What follows belongs to an exercise in optimizing a design on an open flow for small area and a short achievable clock period; a production flow would make more cautious choices.
Function was not checked in any run shown here: the RTL went through the layout flow alone.
Power is estimated from default activity; no workload was simulated.

==> flow/design.v (outline; a module is shown in full before it is edited, if it fits) <==
// module mult_unsigned: 1552 lines
// module mult_fa: 4 lines
// module mult_ha: 4 lines
module mult_unsigned (
	input clk, rst,
	input [15:0] A,
	input [23:0] B,
	output [39:0] result
);
  // ...
==> flow/run.sh <==
#!/bin/bash
# synth_recipe.tcl (not shown) runs the flow's synth.tcl, then flattens the netlist and writes it again
# the make line also repeats each setting of config.mk as NAME=value (left out here)
make -C /OpenROAD-flow-scripts/flow DESIGN_CONFIG=/design/flow/config.mk WORK_HOME=/design/flow/orfs CLKGATE_MAP_FILE= SYNTH_SCRIPT=/design/flow/synth_recipe.tcl finish
==> flow/config.mk <==
export PLATFORM = sky130hd
export DESIGN_NAME = mult_unsigned
export DESIGN_NICKNAME = mult_unsigned
export VERILOG_FILES = /design/flow/design.v
export SDC_FILE = /design/flow/constraint.sdc
export NUM_CORES = 4
export LEC_CHECK = 0
export CAP_MARGIN = 20
export CORE_MARGIN = 2
export CORE_UTILIZATION = 40
export SETUP_SLACK_MARGIN = 5
export SLEW_MARGIN = 20
export SYNTH_HIERARCHICAL = 1
export SYNTH_MINIMUM_KEEP_SIZE = 0
==> flow/constraint.sdc <==
create_clock -name core_clock -period 8.0 [get_ports {clk}]
set_input_delay 1.6000 -clock core_clock [delete_from_list [all_inputs] [get_ports {clk}]]
set_output_delay 1.6000 -clock core_clock [all_outputs]
set_load 0.01 [all_outputs]
==> impl_metrics.yaml, run 1 <==
placement:
  post_dp_cell_area_mm2: 0.0167
global_route:
  use_met2: 0.294
  antenna_found_initial: 0
  grt_overflow: 0
finish:
  multi_input_area_mm2: 0.00915
  buffers: 104
  layout_commonest_cell: "dfxtp_1"
  multi_input_gates: 879
  drive_gt1_frac: 0.0922
pwr:
  seq_cell_power_mw: 2.31
  pwr-share-comb: 0.536
outcome:
  status: "timing/DRC/antenna clean"
synth:
  netlist_instances: 1319
  synth_area_leader_cell: "dfxtp_1"
  syn_nets: 1587
  ys_seq_area_frac: 0.386
  yosys.area_share.adder: 0.266
  synth_mux_area_frac: 0.000726
drt:
  drcViolationCount: 0
  met3WireLength_um: 3580
  drt_iter0_drc: 778
floorplan:
  die_w_um: 201
  design.die.area_mm2: 0.0404
worst_hold_path:
  min_delay_path_depth: 0
sta:
  tightest_slew_ps: 977
critical_path:
  critical_path.most_common_cell: "fa_1"
clock_tree:
  postCtsHoldBufs: 0
==> run 2, diff against run 1 <==
==> flow/flow/run.sh (new file) <==
#!/bin/bash
# Layout flow: the standard synthesis unchanged, then the standard ORFS
# steps with plain buffers on the ports and the setup-repair target below.
set -euo pipefail
bash standard.sh synth > synth.log 2>&1
sed -e 's/SETUP_SLACK_MARGIN=[-0-9.]*/SETUP_SLACK_MARGIN=5/' standard.sh > layout.sh
export BUFFER_PORTS_ARGS="-buffer_cell sky130_fd_sc_hd__buf_1"

bash layout.sh finish > layout.log 2>&1
==> flow/standard.sh (new file) <==
#!/bin/bash
# synth_recipe.tcl (not shown) runs the flow's synth.tcl, then flattens the netlist and writes it again
# the make line also repeats each setting of config.mk as NAME=value (left out here)
make -C /OpenROAD-flow-scripts/flow DESIGN_CONFIG=/design/flow/config.mk WORK_HOME=/design/flow/orfs CLKGATE_MAP_FILE= SYNTH_SCRIPT=/design/flow/synth_recipe.tcl "${@:-finish}"
removed: flow/run.sh
==> impl_metrics.yaml, run 2 <==
critical_path:
  path_buf_inv: 1
  critical_path.most_common_cell: "fa_1"
  cp_slowest_stage_delay_ps: 590
  end_kind: "flip-flop"
  crit_fanout: 3
  required_ps: 8460
  worstReg2RegStart: "r2[13]"
  critPathLaunchType: "flip-flop"
  critPathSlowestCell: "fa_1"
  critPathLaunch: "r2[13]"
  path_cells: "fa_1 -> ha_4 -> a21oi_1 -> o22ai_2 -> o21ai_4 -> a2111oi_4 -> buf_6 -> or2_4 -> fa_1 -> xor2_1"
  critical_path_class: "flip-flop to flip-flop"
  crit_family: "adder cells"
  critPathArrivalTime_ps: 3450
finish:
  layout_commonest_cell: "xnor2_1"
  finish.net_count: 1608
  drive_gt1_frac: 0.0953
  n_antenna_cell: 0
  area_growth_pct: 12.5
  largest_reg_flops: 116
  final_cell_mix: "xnor2_1 (217), dfxtp_1 (215), a22oi_1 (184)"
  fillers: 3547
  largest_register: "r2"
clock_tree:
  cts_tree: "done"
  htreeDepth: 1
  clkLatencyLatePin_ps: 580
  clockRootBuffer: "clkbuf_16"
  cts.clk_slew.worst_paths_ps: 60
  cts_buffers: 31
  clock-sinks: 288
  clock_path_buffers: 3
  postCtsHoldBufs: 0
sta:
  post-route-period-util: 0.373
  finalMaxSlewViolations: 0
  fin_setup_tns_ps: 0
  fin_crit_ps: 2990
  tightest_slew_ps: 863
  rsz0062_at_grt: "yes"
  finalSetupViolations: 0
  hold_viol: 0
  max_clock_freq_mhz: 335
  skew_ps: 33.3
  slew_headroom: 0.424
drt:
  drt_iter0_drc: 831
  viasPerCell: 5.34
  drcViolationCount: 0
  ant_nets: 0
  wire_per_inst_um: 20.6
  vias: 10000
  wl_um: 38700
  drt_pass1_iterations: 6
worst_hold_path:
  hold_path_class: "flip-flop to flip-flop"
  min-delay-start: "r3[33]"
synth:
  synth_area_leader_cell: "dfxtp_1"
  synth_top_area_frac: 0.315
  ys_seq_area_frac: 0.386
  synth_area_mm2: 0.0155
  synth_area_per_cell_um2: 11.8
  ys.flop_type: "dfxtp_1"
  ys_warn_count: 7
  ys_ff_latch: 288
  synth-async-reset-ratio: 0.153
  synth_edf_count: 0
  netlist_instances: 1319
  synthTopCellsByCount: "dfxtp_1 (244), xnor2_1 (217), a22oi_1 (184)"
  syn_nets: 1587
  yosysMostFrequentCell: "dfxtp_1"
  ys_top_cells_by_area: "dfxtp_1 (31%), fa_1 (22%), xnor2_1 (12%)"
  ys_types: 52
floorplan:
  die_w_um: 201
  num_rows: 72
  start_util: 0.403
  core_area_mm2: 0.0385
  die_h_um: 201
  design.die.area_mm2: 0.0404
  io_pins: 82
pwr:
  leakage_nw: 6.71
  power_mw: 7.96
  ir_drop_mv: 0.213
  powerDensity_mw_per_mm2: 456
global_route:
  grt_usage: 0.195
  grt_overflow: 0
  grt_max_degree: 52
  grt_pass1_wl_um: 61700
  grt_pass1_vias: 10700
  antenna_found_initial: 0
flow_run:
  max_cap_violations: 0
placement:
  gp_congestion: 0.867
  numPortBuffers: 81
  hpwl_um: 24700
outcome:
  status: "timing/DRC/antenna clean"
-- run 2: repair_timing --
item / CTS / global route
endpoints found under the hold margin: 0 / 0
pin swaps: 7 / 20
setup buffers: 2 / 4
setup endpoints to repair: 43 / 44
cloned: 0 / 0
resized for setup: 21 / 32
-- run 2: layout make-up --
class | instances | area (µm²) | area share
inverters | 40 | 150 | 0.00861
well taps | 518 | 648 | 0.0372
repair buffers | 100 | 450 | 0.0258
flip-flops and latches | 288 | 6020 | 0.345
clock buffers | 41 | 876 | 0.0502
clock inverters | 16 | 156 | 0.00897
multi-input cells | 879 | 9140 | 0.524
-- run 2: stage by stage --
stage / std cells / cell area (µm²) / util / hold slack [ps] / worst slack [ps]
after floorplan: 1319 / 15500 / - / 310 / 5160
after global placement: 1819 / 16100 / 0.420 / 312 / 4730
after detailed placement: 1819 / 16100 / 0.420 / 312 / 4630
after CTS: 1878 / 17300 / 0.449 / 326 / 4980
after global routing: 1882 / 17400 / 0.453 / 330 / 4880
final: 1882 / 17400 / 0.453 / 325 / 5010
-- run 2: cells by family (layout without fill, tap and decap cells) --
group	after synthesis	count (layout)	synth area share
XOR/XNOR	232	232	0.131
AO/OA/AOI/OAI	254	254	0.122
adder cells (fa/ha/maj)	226	226	0.266
buffers and inverters	152	197	0.0368
AND/OR/NAND/NOR	165	165	0.0566
other	1	1	0.000242
multiplexers	1	1	0.000726
flip-flops	288	288	0.386
-- run 2: report_power, final --
| group | internal [mW] | switching, mW | leakage, nW |
|---|---|---|---|
| combinational | 1.94 | 2.26 | 3.59 |
| sequential | 2.04 | 0.287 | 2.62 |
| clock | 0.837 | 0.595 | 0.501 |
-- run 2: worst reg2reg max path: cells and delay by family (launching register included) --
family | cells | cell delay, ps
and+or+nand+nor | 1 | 270
buffers and inverters | 1 | 150
adders and majority gates | 3 | 1190
AOI/OAI and AO/OA | 4 | 790
xor gates and xnor gates | 1 | 160
DFF | 1 | 310
-- run 2: path summary, 6_finish.rpt --
| kind | endpoint | slack, ps | depth (start not counted) |
|---|---|---|---|
| max | r3[33] | 5010 | 10 |
| min | r4[33] | 330 | 0 |
| max reg2reg | r3[33] | 5010 | 10 |
| min reg2reg | r4[33] | 330 | 0 |
| max in group asynchronous | r5[2] | 6330 | 3 |
| min in group asynchronous | r5[19] | 1210 | 3 |
-- run 2: modules after synthesis, one instance, submodules excluded --
module         cells inside  area, µm²
mult_fa                   1       20.0
mult_ha                   1       12.5
mult_unsigned          1137      12000
-- run 2: routing by layer --
metal / GRT usage / part of all wire / routed length (µm) / up-vias
met4: 0.0683 / 0.027 / 1050 / 0
met5: 0 / 0 / 0 / -
met3: 0.0482 / 0.086 / 3340 / 91
met1: 0.267 / 0.44 / 17200 / 5027
met2: 0.301 / 0.44 / 17100 / 477
li1: - / - / - / 4449

-- afterwards: timing with drivers on the ports --
In the flow no input, the clock included, has a driving cell. The finished layouts below were timed again as built, in two steps.
Step 1, drivers: a clkbuf_16 drives clk and a buf_2 each remaining input, both assumed.
Step 2 times the ports against the registers' clock, not the clock port: input delays grow and output delays shrink by t, the midpoint of the rising clock arrivals with the driver on.
Three values: no drivers, after step 1, after step 2; two values: the first two.
| run | shift t [ns] | setup WS [ns] | worst setup path after step 2 | worst register clock-pin slew, ns |
|---|---|---|---|---|
| run 1 | 0.615 | 5.002 / 5.002 / 5.002 | register to register | 0.07 / 0.07 |
| run 2 | 0.619 | 5.013 / 5.013 / 5.013 | register to register | 0.07 / 0.07 |
After both steps setup and hold are still met in every run listed.
